Context: an optimization exercise on an open-source flow, tuned for small area, a short achievable clock period and few clock cycles per item. The choices shown serve that exercise and are no tape-out recipe.
Function was checked by simulation only, so behaviour that the tests miss may differ from the original.
No activity file was given, so power comes from the tool's default toggle rates.

Setup of v6:
==> flow/design.v (excerpt) <==
module geofence (clk, reset, X, Y, valid, is_inside);
input clk;
input reset;
input [9:0] X;
input [9:0] Y;
output valid;
output is_inside;
reg [4:0] k;
reg [9:0] px, py;        
reg [11:0] ms, md;       
reg [21:0] q;            
reg [7:0] sg;            
reg [21:0] sa3, sb4;     
reg [21:0] r, l;         
reg [21:0] w, u;         
reg [7:0] occ;           
reg [7:0] vin, vout;     
reg k7;                  
reg vld, ins;            
reg sur;                 
reg line;                
wire xneg, xpos, yneg, ypos;
wire [9:0] xmag, ymag;
absd a_x (.a(X), .b(px), .neg(xneg), .pos(xpos), .mag(xmag));
absd a_y (.a(Y), .b(py), .neg(yneg), .pos(ypos), .mag(ymag));
wire [11:0] ms1 = ms - 12'd1;
wire [11:0] mdp = md + 12'd1;
wire uneg, un1, wneg, wn1;
sgn3 s_u (.a({2'b0, X}), .b({2'b0, Y}), .c(ms), .s(uneg));
sgn3 s_u1 (.a({2'b0, X}), .b({2'b0, Y}), .c(ms1), .s(un1));
sgn3 s_w (.a({2'b0, Y}), .b(~{2'b0, X}), .c(mdp), .s(wneg));
sgn3 s_w1 (.a({2'b0, Y}), .b(~{2'b0, X}), .c(md), .s(wn1));
wire upos = !un1;
wire wpos = !wn1;
wire [21:0] iq = {xneg, yneg, xmag, ymag};
always @(posedge clk) begin
    q <= iq;
    sg <= {xneg, xpos, yneg, ypos, uneg, upos, wneg, wpos};
end
always @(posedge clk) begin
    if (k == 5'd0) begin
        px <= X;
        py <= Y;
        ms <= 12'd0 - {2'b0, X} - {2'b0, Y};
  ...
clock: 11.5 ns
lec_check: 0
cap_margin: 20
core_margin: 2
core_utilization: 35
setup_slack_margin: 5
slew_margin: 20
synth_hierarchical: 1
synth_minimum_keep_size: 0
run.sh (not shown) runs the stock make flow with config.mk's settings and CLKGATE_MAP_FILE= SYNTH_SCRIPT=/design/flow/synth_recipe.tcl, a recipe that flattens the netlist after the stock synthesis.
v6 went all the way through synthesis, placement and routing and the layout is clean on timing, DRC and antenna.
Testbench counts of v6, summed over its fixed seeds: cycles 15,151, items 1,600.
The following lists how v7 was set up differently from v6:
==> flow/flow/run.sh (new file) <==
#!/bin/bash
# Standard layout, with timing repair aiming for a period of about 4.5 ns
# (setup margin 7.0 ns at the design's 11.5 ns clock).
set -euo pipefail
bash standard.sh SETUP_SLACK_MARGIN=7.0 finish > flow.log 2>&1
==> flow/standard.sh (new file) <==
#!/bin/bash
# synth_recipe.tcl (not shown) runs the flow's synth.tcl, then flattens the netlist and writes it again
# the make line also repeats each setting of config.mk as NAME=value (left out here)
make -C /OpenROAD-flow-scripts/flow DESIGN_CONFIG=/design/flow/config.mk WORK_HOME=/design/flow/orfs CLKGATE_MAP_FILE= SYNTH_SCRIPT=/design/flow/synth_recipe.tcl "${@:-finish}"
--- a/flow/config.mk
+++ b/flow/config.mk
@@ -9,5 +9,4 @@
 export CORE_MARGIN = 2
 export CORE_UTILIZATION = 35
-export SETUP_SLACK_MARGIN = 5
 export SLEW_MARGIN = 20
 export SYNTH_HIERARCHICAL = 1
removed: flow/run.sh
### Flow results
- v6 has completed all stages; timing, DRC and antenna checks passed.
- v7: flow completed, timing, DRC and antenna clean
- v7 against v6; wire length is down slightly.
- Power went down slightly going from v6 to v7.
- In v7, the part of the power in the clock network came out 2.1 points below the value in v6.

Setup of job 104:
Starting RTL as in the previous note.
## geofence
module geofence (clk, reset, X, Y, valid, is_inside);
input clk;
input reset;
input [9:0] X;
input [9:0] Y;
output valid;
output is_inside;
reg [4:0] k;
reg [9:0] px, py;        
reg [11:0] ms, md;       
reg [21:0] q;            
reg [7:0] sg;            
reg [21:0] sa3, sb4;     
reg [21:0] r, l;         
reg [21:0] w, u;         
reg [7:0] occ;           
reg [7:0] vin, vout;     
reg k7;                  
reg vld, ins;            
reg sur;                 
reg line;                
wire xneg, xpos, yneg, ypos;
wire [9:0] xmag, ymag;
absd a_x (.a(X), .b(px), .neg(xneg), .pos(xpos), .mag(xmag));
absd a_y (.a(Y), .b(py), .neg(yneg), .pos(ypos), .mag(ymag));
wire [11:0] ms1 = ms - 12'd1;
wire [11:0] mdp = md + 12'd1;
wire uneg, un1, wneg, wn1;
sgn3 s_u (.a({2'b0, X}), .b({2'b0, Y}), .c(ms), .s(uneg));
sgn3 s_u1 (.a({2'b0, X}), .b({2'b0, Y}), .c(ms1), .s(un1));
sgn3 s_w (.a({2'b0, Y}), .b(~{2'b0, X}), .c(mdp), .s(wneg));
sgn3 s_w1 (.a({2'b0, Y}), .b(~{2'b0, X}), .c(md), .s(wn1));
wire upos = !un1;
wire wpos = !wn1;
wire [21:0] iq = {xneg, yneg, xmag, ymag};
always @(posedge clk) begin
    q <= iq;
    sg <= {xneg, xpos, yneg, ypos, uneg, upos, wneg, wpos};
end
always @(posedge clk) begin
    if (k == 5'd0) begin
        px <= X;
        py <= Y;
        ms <= 12'd0 - {2'b0, X} - {2'b0, Y};
        md <= {2'b0, X} - {2'b0, Y};
    end
end
wire done = valid;
always @(posedge clk) begin
    if (reset || done)
        k <= 5'd0;
    else
        k <= k + 5'd1;
end
wire ld_r = k == 5'd2 || k == 5'd4 || k == 5'd7 || k == 5'd10 || k == 5'd13;
wire ld_l = k == 5'd5 || k == 5'd8 || k == 5'd11 || k == 5'd14;
reg upd, upd1;           
always @(posedge clk) begin
    upd <= !reset && !done && (k == 5'd3 || k == 5'd6 || k == 5'd9 || k == 5'd12 || k == 5'd15);
    upd1 <= !reset && !done && k == 5'd3;
end
always @(posedge clk) begin
    if (k == 5'd5)
        sa3 <= q;
    else if (k == 5'd7)
        sa3 <= q;
    if (k == 5'd6)
        sb4 <= q;
end
wire gxn = sg[7], gxp = sg[6], gyn = sg[5], gyp = sg[4];
wire gun = sg[3], gup = sg[2], gwn = sg[1], gwp = sg[0];
wire [7:0] cq = {gyn & !gun, !gxn & gun, gxn & !gwp, !gyp & gwp,
  ...
Settings: LEC_CHECK=0, CAP_MARGIN=20, CORE_MARGIN=2, CORE_UTILIZATION=35, SLEW_MARGIN=20, SYNTH_HIERARCHICAL=1, SYNTH_MINIMUM_KEEP_SIZE=0; clock period 11.5 ns.
standard.sh (not shown) runs the stock make flow with config.mk's settings and CLKGATE_MAP_FILE= SYNTH_SCRIPT=/design/flow/synth_recipe.tcl, a recipe that flattens the netlist after the stock synthesis.
==> flow/flow/run.sh <==
#!/bin/bash
# Standard layout, with timing repair aiming for a period of about 4.1 ns
# (setup margin 7.4 ns at the design's 11.5 ns clock).
set -euo pipefail
bash standard.sh SETUP_SLACK_MARGIN=7.4 finish > flow.log 2>&1
Job 104 completed every stage of the flow, and the final layout passed the timing, design-rule and antenna checks.
Testbench counts of job 104, summed over its fixed seeds: cycles 15,151, items 1,600.
The following lists how job 101 was set up differently from job 104:
==> flow/flow/run.sh <==
#!/bin/bash
# Standard layout, with timing repair aiming for a period of about 4.3 ns
# (setup margin 7.2 ns at the design's 11.5 ns clock).
set -euo pipefail
bash standard.sh SETUP_SLACK_MARGIN=7.2 finish > flow.log 2>&1
Notes after the runs:
Per the final summary, job 101 finished and its layout is clean on timing, DRC and antenna.
Summary of job 101 over job 104: footprint of the flip-flops and latches ~0 delta, sequential share of layout area +1.4 points.
Job 101 reports its endpoint of the most critical setup path as xc[9] while job 104 reports u[12].
Delta (job 101 minus job 104): design area moved down, largest net degree at the start of global routing moved down.

## afterwards: timing with drivers on the ports
Ports are ideal in the flow. The routed layouts listed here were re-timed in OpenROAD. Step 1: set_driving_cell puts a clkbuf_16 on clk and a buf_2 on each other input, an assumption about the parent block. Step 2 also shifts input and output timing later by t, the mid clock arrival at the registers, as if the neighbouring blocks saw the same clock. Slacks: ideal / step 1 / step 2; pairs: ideal / step 1.
run	t (ns)	setup WS [ns]	worst hold slack (ns)	latest minus earliest clock arrival (ns)	slew at the worst register clock pin (ns)
v6	0.600	5.956 / 5.960 / 5.360	0.486 / 0.486 / 0.486	0.014 / 0.014	0.06 / 0.06
v7	0.657	7.102 / 7.041 / 6.507	0.467 / 0.467 / 0.467	0.015 / 0.015	0.07 / 0.07
job 104	0.592	7.347 / 7.319 / 6.727	0.476 / 0.476 / 0.476	0.019 / 0.020	0.07 / 0.07
job 101	0.595	7.304 / 7.248 / 6.727	0.475 / 0.475 / 0.475	0.022 / 0.022	0.06 / 0.06
After both steps setup and hold are still met in every run listed. For job 104, which loses most, drivers alone change the setup slack by -0.028 ns; drivers and shift together by -0.620 ns.
